From an optimization exercise on the open Yosys and OpenROAD flow, aimed at small area, a short achievable clock period and few clock cycles; shortcuts taken in it are not production practice. Function was checked by simulation only, so behaviour that the tests miss may differ from the original.

==> flow/design.v (excerpt) <==
module matriz_determ5x5 (
	input wire [199:0] matriz_A,
	input clk,
	input start,
	output reg done,
	output reg [31:0] det
);
export LEC_CHECK = 0
export CAP_MARGIN = 20
export CORE_MARGIN = 2
export CORE_UTILIZATION = 45
export PLACE_DENSITY = 0.6
export SLEW_MARGIN = 20
export SYNTH_HIERARCHICAL = 1
create_clock -name core_clock -period 30.0 [get_ports {clk}]
run.sh (not shown) runs the stock make flow with config.mk's settings and CLKGATE_MAP_FILE= SYNTH_SCRIPT=/design/flow/synth_recipe.tcl, a recipe that flattens the netlist after the stock synthesis.
Testbench counts at the start, summed over its fixed seeds: cycles 3,456.
Next try:
--- a/flow/config.mk
+++ b/flow/config.mk
@@ -7,2 +7,3 @@
 export LEC_CHECK = 0
+export ABC_AREA = 1
 export CAP_MARGIN = 20
Effect: Wire length went up by 9.6%. Register-to-register slack is better by 630 ps. Utilization decreases by 0.55 points. First-iteration DRC count climbs by 18%. Via count climbs by 12%. Critical path depth does not change. Die area goes up by 4.9%.
Next try:
==> flow/flow/run.sh (new file) <==
#!/bin/bash
# The standard layout (the standard.sh: ORFS from synthesis to the final
# layout), with one change: the buffers that buffer_ports puts on every input
# and output port are sky130_fd_sc_hd__buf_2 cells instead of the delay-buffer
# cells it picks by default.
set -e
cp standard.sh standard_copy.sh.txt
export BUFFER_PORTS_ARGS="-buffer_cell sky130_fd_sc_hd__buf_2"
bash standard.sh > standard.log 2>&1
==> flow/standard.sh (new file) <==
#!/bin/bash
# synth_recipe.tcl (not shown) runs the flow's synth.tcl, then flattens the netlist and writes it again
# the make line also repeats each setting of config.mk as NAME=value (left out here)
make -C /OpenROAD-flow-scripts/flow DESIGN_CONFIG=/design/flow/config.mk WORK_HOME=/design/flow/orfs CLKGATE_MAP_FILE= SYNTH_SCRIPT=/design/flow/synth_recipe.tcl "${@:-finish}"
--- a/flow/config.mk
+++ b/flow/config.mk
@@ -7,3 +7,2 @@
 export LEC_CHECK = 0
-export ABC_AREA = 1
 export CAP_MARGIN = 20
removed: flow/run.sh
Fmax goes up by about 4.3%.
Count of clock-buffer cells in the layout goes down by 5.
Core utilization goes down by 0.27 points.
Final cell count goes down by about 14%.
Cell area goes down by about 5.4%.
Synthesized cell count goes down by about 17%.
First-iteration DRC count goes down by about 6%.
Next try:
==> flow/run.sh (new file) <==
#!/bin/bash
# synth_recipe.tcl (not shown) runs the flow's synth.tcl, then flattens the netlist and writes it again
# the make line also repeats each setting of config.mk as NAME=value (left out here)
make -C /OpenROAD-flow-scripts/flow DESIGN_CONFIG=/design/flow/config.mk WORK_HOME=/design/flow/orfs CLKGATE_MAP_FILE= SYNTH_SCRIPT=/design/flow/synth_recipe.tcl finish
--- a/flow/config.mk
+++ b/flow/config.mk
@@ -9,4 +9,4 @@
 export CORE_MARGIN = 2
-export CORE_UTILIZATION = 45
-export PLACE_DENSITY = 0.6
+export CORE_UTILIZATION = 20
+export PLACE_DENSITY = 0.3
 export SLEW_MARGIN = 20
removed: flow/flow/run.sh
removed: flow/standard.sh
Result:
- The changed run completed with no timing, DRC or antenna violations
- utilization falls by 25 points
- worst setup slack loses 520 ps
- global-route usage falls by 12 points
- via count falls by a few percent

---

matriz_determ5x5, a different RTL version from the one above (not shown whole).
Size in the first run: ~6400 cells after synthesis, about 0.070 mm² of cells after synthesis.
clock: 30.0 ns
lec_check: 0
cap_margin: 20
core_margin: 2
core_utilization: 55
place_density: 0.7
slew_margin: 20
synth_hierarchical: 1
standard.sh (not shown) runs the stock make flow with config.mk's settings and CLKGATE_MAP_FILE= SYNTH_SCRIPT=/design/flow/synth_recipe.tcl, a recipe that flattens the netlist after the stock synthesis.
==> flow/flow/run.sh <==
#!/bin/bash
# The standard layout (the standard.sh: ORFS from synthesis to the final
# layout), with one change: the buffers that buffer_ports puts on every input
# and output port are sky130_fd_sc_hd__buf_2 cells instead of the delay-buffer
# cells it picks by default.
set -e
cp standard.sh standard_copy.sh.txt
export BUFFER_PORTS_ARGS="-buffer_cell sky130_fd_sc_hd__buf_2"
bash standard.sh > standard.log 2>&1
The baseline produced a clean layout.
Testbench counts at the start, summed over its fixed seeds: cycles 3,456.
Then changed:
--- a/flow/config.mk
+++ b/flow/config.mk
@@ -8,6 +8,6 @@
 export CAP_MARGIN = 20
 export CORE_MARGIN = 2
-export CORE_UTILIZATION = 55
-export PLACE_DENSITY = 0.7
+export CORE_UTILIZATION = 65
+export PLACE_DENSITY = 0.8
 export SLEW_MARGIN = 20
 export SYNTH_HIERARCHICAL = 1
What happened: Die area falls by 15%; hold slack stays flat; final cell count went down by 3.1%; design area decreases by 0.33%; setup slack gets worse by 110 ps.
Then changed:
--- a/flow/config.mk
+++ b/flow/config.mk
@@ -8,6 +8,6 @@
 export CAP_MARGIN = 20
 export CORE_MARGIN = 2
-export CORE_UTILIZATION = 65
-export PLACE_DENSITY = 0.8
+export CORE_UTILIZATION = 60
+export PLACE_DENSITY = 0.75
 export SLEW_MARGIN = 20
 export SYNTH_HIERARCHICAL = 1
Result: Die area climbs by 8.2%; design area is about the same; first-iteration DRC count is lower by 16%; area after synthesis stays the same; via count went down by 1.5%.

---

## run A
matriz_determ5x5, a different RTL version from the one above (not shown whole).
Size in the first run: about 6400 cells after synthesis, roughly 430 flip-flops, about 240 I/O pins, roughly 70000 um^2 of cells after synthesis.
## matriz_determ5x5
module matriz_determ5x5 (
	input wire [199:0] matriz_A,
	input clk,
	input start,
	output reg done,
	output reg [31:0] det
);
	reg [199:0] R;           
	reg [3:0] cnt;
	reg v1;                  
	reg first;               
	reg first_n;             
	reg [16:0] k34, k24, k23, k14, k13;
	reg [8:0] pa_neg, pa_one, pa_two, pb_neg, pb_one, pb_two;
	reg [26:0] q234a, q234b;
	wire [199:0] Rrot;
	genvar r, c;
	generate
		for (r = 0; r < 5; r = r + 1) begin : gr
			for (c = 0; c < 5; c = c + 1) begin : gc
				assign Rrot[r*40 + c*8 + 7 -: 8] = R[r*40 + ((c + 1) % 5)*8 + 7 -: 8];
			end
		end
	endgenerate
	wire k_first = (cnt == 4'd1);
	wire [31:0] det_in = det & {32{cnt != 4'd2}};
	wire [16:0] k34_n;
	wire [7:0] k34_a = R[151:144];
	wire [7:0] k34_b = R[159:152];
	wire [7:0] k34_c = R[191:184];
	wire [7:0] k34_d = R[199:192];
	wire [16:0] k24_n;
	wire [7:0] k24_a = R[143:136];
	wire [7:0] k24_b = R[159:152];
	wire [7:0] k24_c = R[183:176];
	wire [7:0] k24_d = R[199:192];
	wire [16:0] k14_n;
	wire [7:0] k14_a = R[135:128];
	wire [7:0] k14_b = R[159:152];
	wire [7:0] k14_c = R[175:168];
	wire [7:0] k14_d = R[199:192];
	wire [16:0] m01a_n;
	wire [7:0] m01a_a = (first ? R[143:136] : R[39:32]);
	wire [7:0] m01a_b = (first ? R[151:144] : R[7:0]);
	wire [7:0] m01a_c = (first ? R[183:176] : R[79:72]);
	wire [7:0] m01a_d = (first ? R[191:184] : R[47:40]);
	wire [16:0] m01b_n;
	wire [7:0] m01b_a = (first_n ? R[15:8] : R[135:128]);
	wire [7:0] m01b_b = (first_n ? R[39:32] : R[151:144]);
	wire [7:0] m01b_c = (first_n ? R[55:48] : R[175:168]);
	wire [7:0] m01b_d = (first_n ? R[79:72] : R[191:184]);
	wire [7:0] a21 = R[87:80];
	wire [7:0] a22 = R[95:88];
	wire [7:0] a23 = R[103:96];
	wire [7:0] a24 = R[111:104];
	wire [26:0] q234a_n, q234b_n;
	wire [3:0] bd_pa21_neg, bd_pa21_one, bd_pa21_two;
	wire [8:0] bd_pa21_x = {a21[7:0], 1'b0};
	assign bd_pa21_neg[0] = bd_pa21_x[2];
	assign bd_pa21_one[0] = bd_pa21_x[1] ^ bd_pa21_x[0];
	assign bd_pa21_two[0] = (bd_pa21_x[2] & ~bd_pa21_x[1] & ~bd_pa21_x[0]) | (~bd_pa21_x[2] & bd_pa21_x[1] & bd_pa21_x[0]);
	assign bd_pa21_neg[1] = bd_pa21_x[4];
	assign bd_pa21_one[1] = bd_pa21_x[3] ^ bd_pa21_x[2];
	assign bd_pa21_two[1] = (bd_pa21_x[4] & ~bd_pa21_x[3] & ~bd_pa21_x[2]) | (~bd_pa21_x[4] & bd_pa21_x[3] & bd_pa21_x[2]);
  ...
==> flow/config.mk <==
export PLATFORM = sky130hd
export DESIGN_NAME = matriz_determ5x5
export DESIGN_NICKNAME = matriz_determ5x5
export VERILOG_FILES = /design/flow/design.v
export SDC_FILE = /design/flow/constraint.sdc
export NUM_CORES = 4
export LEC_CHECK = 0
export CAP_MARGIN = 20
export CORE_MARGIN = 2
export CORE_UTILIZATION = 60
export PLACE_DENSITY = 0.75
export SLEW_MARGIN = 20
export SYNTH_HIERARCHICAL = 1
==> flow/constraint.sdc <==
create_clock -name core_clock -period 30.0 [get_ports {clk}]
set_input_delay 6.0000 -clock core_clock [delete_from_list [all_inputs] [get_ports {clk}]]
set_output_delay 6.0000 -clock core_clock [all_outputs]
set_load 0.01 [all_outputs]
Scripts as last shown in full above: flow/flow/run.sh
Testbench counts of run A, summed over its fixed seeds: cycles 3,456.
For run B, these inputs were changed with respect to run A:
- PLACE_DENSITY now 0.85, was 0.75
- CORE_UTILIZATION now 70, was 60
[summary]
NOTE achievable frequency run A->run B decreased by a few percent. When run B is measured against run A, its global-route total usage across every layer turns out 7.0 points higher. Run B does better than run A on headroom to the max-slew limit. Run comparison: run A start-to-end type of the worst setup path register to primary output; run B start-to-end type of the worst setup path register to register. On final design instance area without fill, run A and run B are neck and neck. Number of antenna violations at the first check in global routing is lower on run A.
What run C does differently from run B at the input level:
- swapping 0.85 for 0.6 in PLACE_DENSITY
- swapping 20 for 70 in SLEW_MARGIN
- swapping 20 for 60 in CAP_MARGIN
- swapping 70 for 45 in CORE_UTILIZATION
### Flow results
The clock transition at the registers of the reported paths on run B is in line with that on run C. In run C relative to run B, instance area after placement had gone up by a few percent. From run B to run C the numbers moved as follows: buffer share of cell area higher, fill cell total of the finished layout higher. Between run B and run C, setup slack is higher for run C, run B comes in under that. Relative to run B, height of the die has gone up in run C. Reported for run B and run C, area after synthesis turned out identical to the last digit. When run C is set beside run B, its count of clock-buffer cells in the layout turns out to be 5 larger. Number of cells in the finished layout apart from fillers of run C exceeds that of run B by more than 10%.
Modified inputs, run D compared to run C
- changing CAP_MARGIN from 60 to 20
- changing SLEW_MARGIN from 70 to 20
[summary]
- On first-pass GRT wire length: between run D and run C, it ends up lower for run D.
- Run C -> run D: buffer count excluding the clock tree in the final layout decreased by a little under 10%
- Any difference in total number of vias between run C and run D is small enough to ignore.
- Higher share of the clock period used by the worst path after layout goes to run D over run C.
- Worst setup slack ended up 0.083 ns lower on run D than on run C.
- Across both runs, post-synthesis to final-layout area growth was lower for run D than for run C.
- For global-route total usage across every layer, run C and run D come out practically identical.

---

## before
matriz_determ5x5, a different RTL version from the one above (not shown whole).
For scale: ~450 flip-flops, roughly 240 I/O pins, about 0.086 mm^2 of cells after synthesis.
clock: 30.0 ns
lec_check: 0
cap_margin: 20
core_margin: 2
core_utilization: 20
place_density: 0.3
slew_margin: 20
run.sh (not shown) runs the stock make flow with config.mk's settings and CLKGATE_MAP_FILE= SYNTH_SCRIPT=/design/flow/synth_recipe.tcl, a recipe that flattens the netlist after the stock synthesis.
Stock flow here: none of the scripts above is used.
Testbench counts of before, summed over its fixed seeds: cycles 3,456.
Input-level comparison between after and before:
# before
export LEC_CHECK = 0
export CAP_MARGIN = 20
export CORE_MARGIN = 2
export CORE_UTILIZATION = 20
export PLACE_DENSITY = 0.3
export SLEW_MARGIN = 20
create_clock -name core_clock -period 30.0 [get_ports {clk}]
# after
export LEC_CHECK = 0
export CAP_MARGIN = 20
export CORE_MARGIN = 2
export CORE_UTILIZATION = 45
export PLACE_DENSITY = 0.6
export SLEW_MARGIN = 20
create_clock -name core_clock -period 30.0 [get_ports {clk}]
### Flow results
| relative slew slack | after vs before | 9.4 points lower |
On worst setup slack, before loses to after.
The register share of the cell area in after was higher than what before gave.

---

matriz_determ5x5, a different RTL version from the one above (not shown whole).
Size: ~240 I/O pins, ~76000 sq um of cells after synthesis.
export LEC_CHECK = 0
export CAP_MARGIN = 20
export CORE_MARGIN = 2
export CORE_UTILIZATION = 45
export PLACE_DENSITY = 0.6
export SLEW_MARGIN = 20
export SYNTH_HIERARCHICAL = 1
create_clock -name core_clock -period 30.0 [get_ports {clk}]
standard.sh (not shown) runs the stock make flow with config.mk's settings and CLKGATE_MAP_FILE= SYNTH_SCRIPT=/design/flow/synth_recipe.tcl, a recipe that flattens the netlist after the stock synthesis.
Scripts as last shown in full above: flow/flow/run.sh
The first run finished with timing, DRC and antenna clean.
Testbench counts at the start, summed over its fixed seeds: cycles 3,456.
Change:
==> flow/run.sh (new file) <==
#!/bin/bash
# synth_recipe.tcl (not shown) runs the flow's synth.tcl, then flattens the netlist and writes it again
# the make line also repeats each setting of config.mk as NAME=value (left out here)
make -C /OpenROAD-flow-scripts/flow DESIGN_CONFIG=/design/flow/config.mk WORK_HOME=/design/flow/orfs CLKGATE_MAP_FILE= SYNTH_SCRIPT=/design/flow/synth_recipe.tcl finish
removed: flow/flow/run.sh
removed: flow/standard.sh
What happened: The new run finished with timing, DRC and antenna clean; die area does not change; final cell count is about the same; synthesized cell count is unchanged; setup slack gets worse by 240 ps; hold slack barely changes; register-to-register slack gets better by 80 ps; non-clock buffer count rose by 6; core utilization rose by 0.64 points.

afterwards: timing with drivers on the ports:
No port has a modelled driver above. Below, the same layouts with a new extraction and two added sets of constraints. Step 1: set_driving_cell puts a clkbuf_16 on clk and a buf_2 on each other input, an assumption about the parent block. Step 2 times the ports against the registers' clock, not the clock port: input delays grow and output delays shrink by t, the midpoint of the rising clock arrivals with the driver on. Slacks: ideal ports / drivers / drivers and shift; pairs: ideal ports / drivers.
run | t, ns | slack for setup (ns) | hold WS [ns] | worst setup path at the end | latest minus earliest clock arrival (ns)
the first run of note 1 | 0.771 | 22.222 / 22.139 / 22.287 | 0.413 / 0.413 / 0.413 | input to register | 0.036 / 0.036
the second run of note 1 | 0.795 | 22.352 / 22.271 / 22.579 | 0.414 / 0.414 / 0.414 | input to register | 0.063 / 0.063
the third run of note 1 | 0.796 | 22.667 / 22.582 / 22.719 | 0.413 / 0.413 / 0.413 | register to register | 0.106 / 0.105
the fourth run of note 1 | 0.867 | 22.151 / 22.044 / 22.175 | 0.373 / 0.373 / 0.373 | input to register | 0.081 / 0.082
the first run of note 2 | 0.729 | 22.764 / 22.764 / 22.764 | 0.448 / 0.448 / 0.448 | register to register | 0.057 / 0.058
the second run of note 2 | 0.771 | 22.649 / 22.573 / 22.817 | 0.446 / 0.446 / 0.446 | register to register | 0.070 / 0.070
the third run of note 2 | 0.745 | 22.677 / 22.602 / 22.763 | 0.451 / 0.451 / 0.451 | register to register | 0.034 / 0.034
run A | 0.744 | 22.828 / 22.754 / 22.960 | 0.451 / 0.451 / 0.451 | register to register | 0.065 / 0.065
run B | 0.774 | 22.627 / 22.627 / 22.627 | 0.456 / 0.456 / 0.456 | register to register | 0.069 / 0.069
run C | 0.754 | 22.796 / 22.715 / 23.265 | 0.444 / 0.444 / 0.444 | register to register | 0.067 / 0.067
run D | 0.754 | 22.713 / 22.700 / 22.713 | 0.450 / 0.450 / 0.450 | register to register | 0.065 / 0.065
before | 0.913 | 22.020 / 21.915 / 22.451 | 0.447 / 0.447 / 0.447 | register to register | 0.073 / 0.073
after | 0.766 | 22.197 / 22.109 / 22.515 | 0.454 / 0.454 / 0.454 | register to register | 0.056 / 0.055
the first run of note 5 | 0.792 | 22.471 / 22.471 / 22.471 | 0.448 / 0.448 / 0.448 | register to register | 0.078 / 0.078
the second run of note 5 | 0.793 | 22.231 / 22.143 / 22.555 | 0.448 / 0.448 / 0.448 | register to register | 0.065 / 0.065
After both steps every run listed still meets setup and hold.
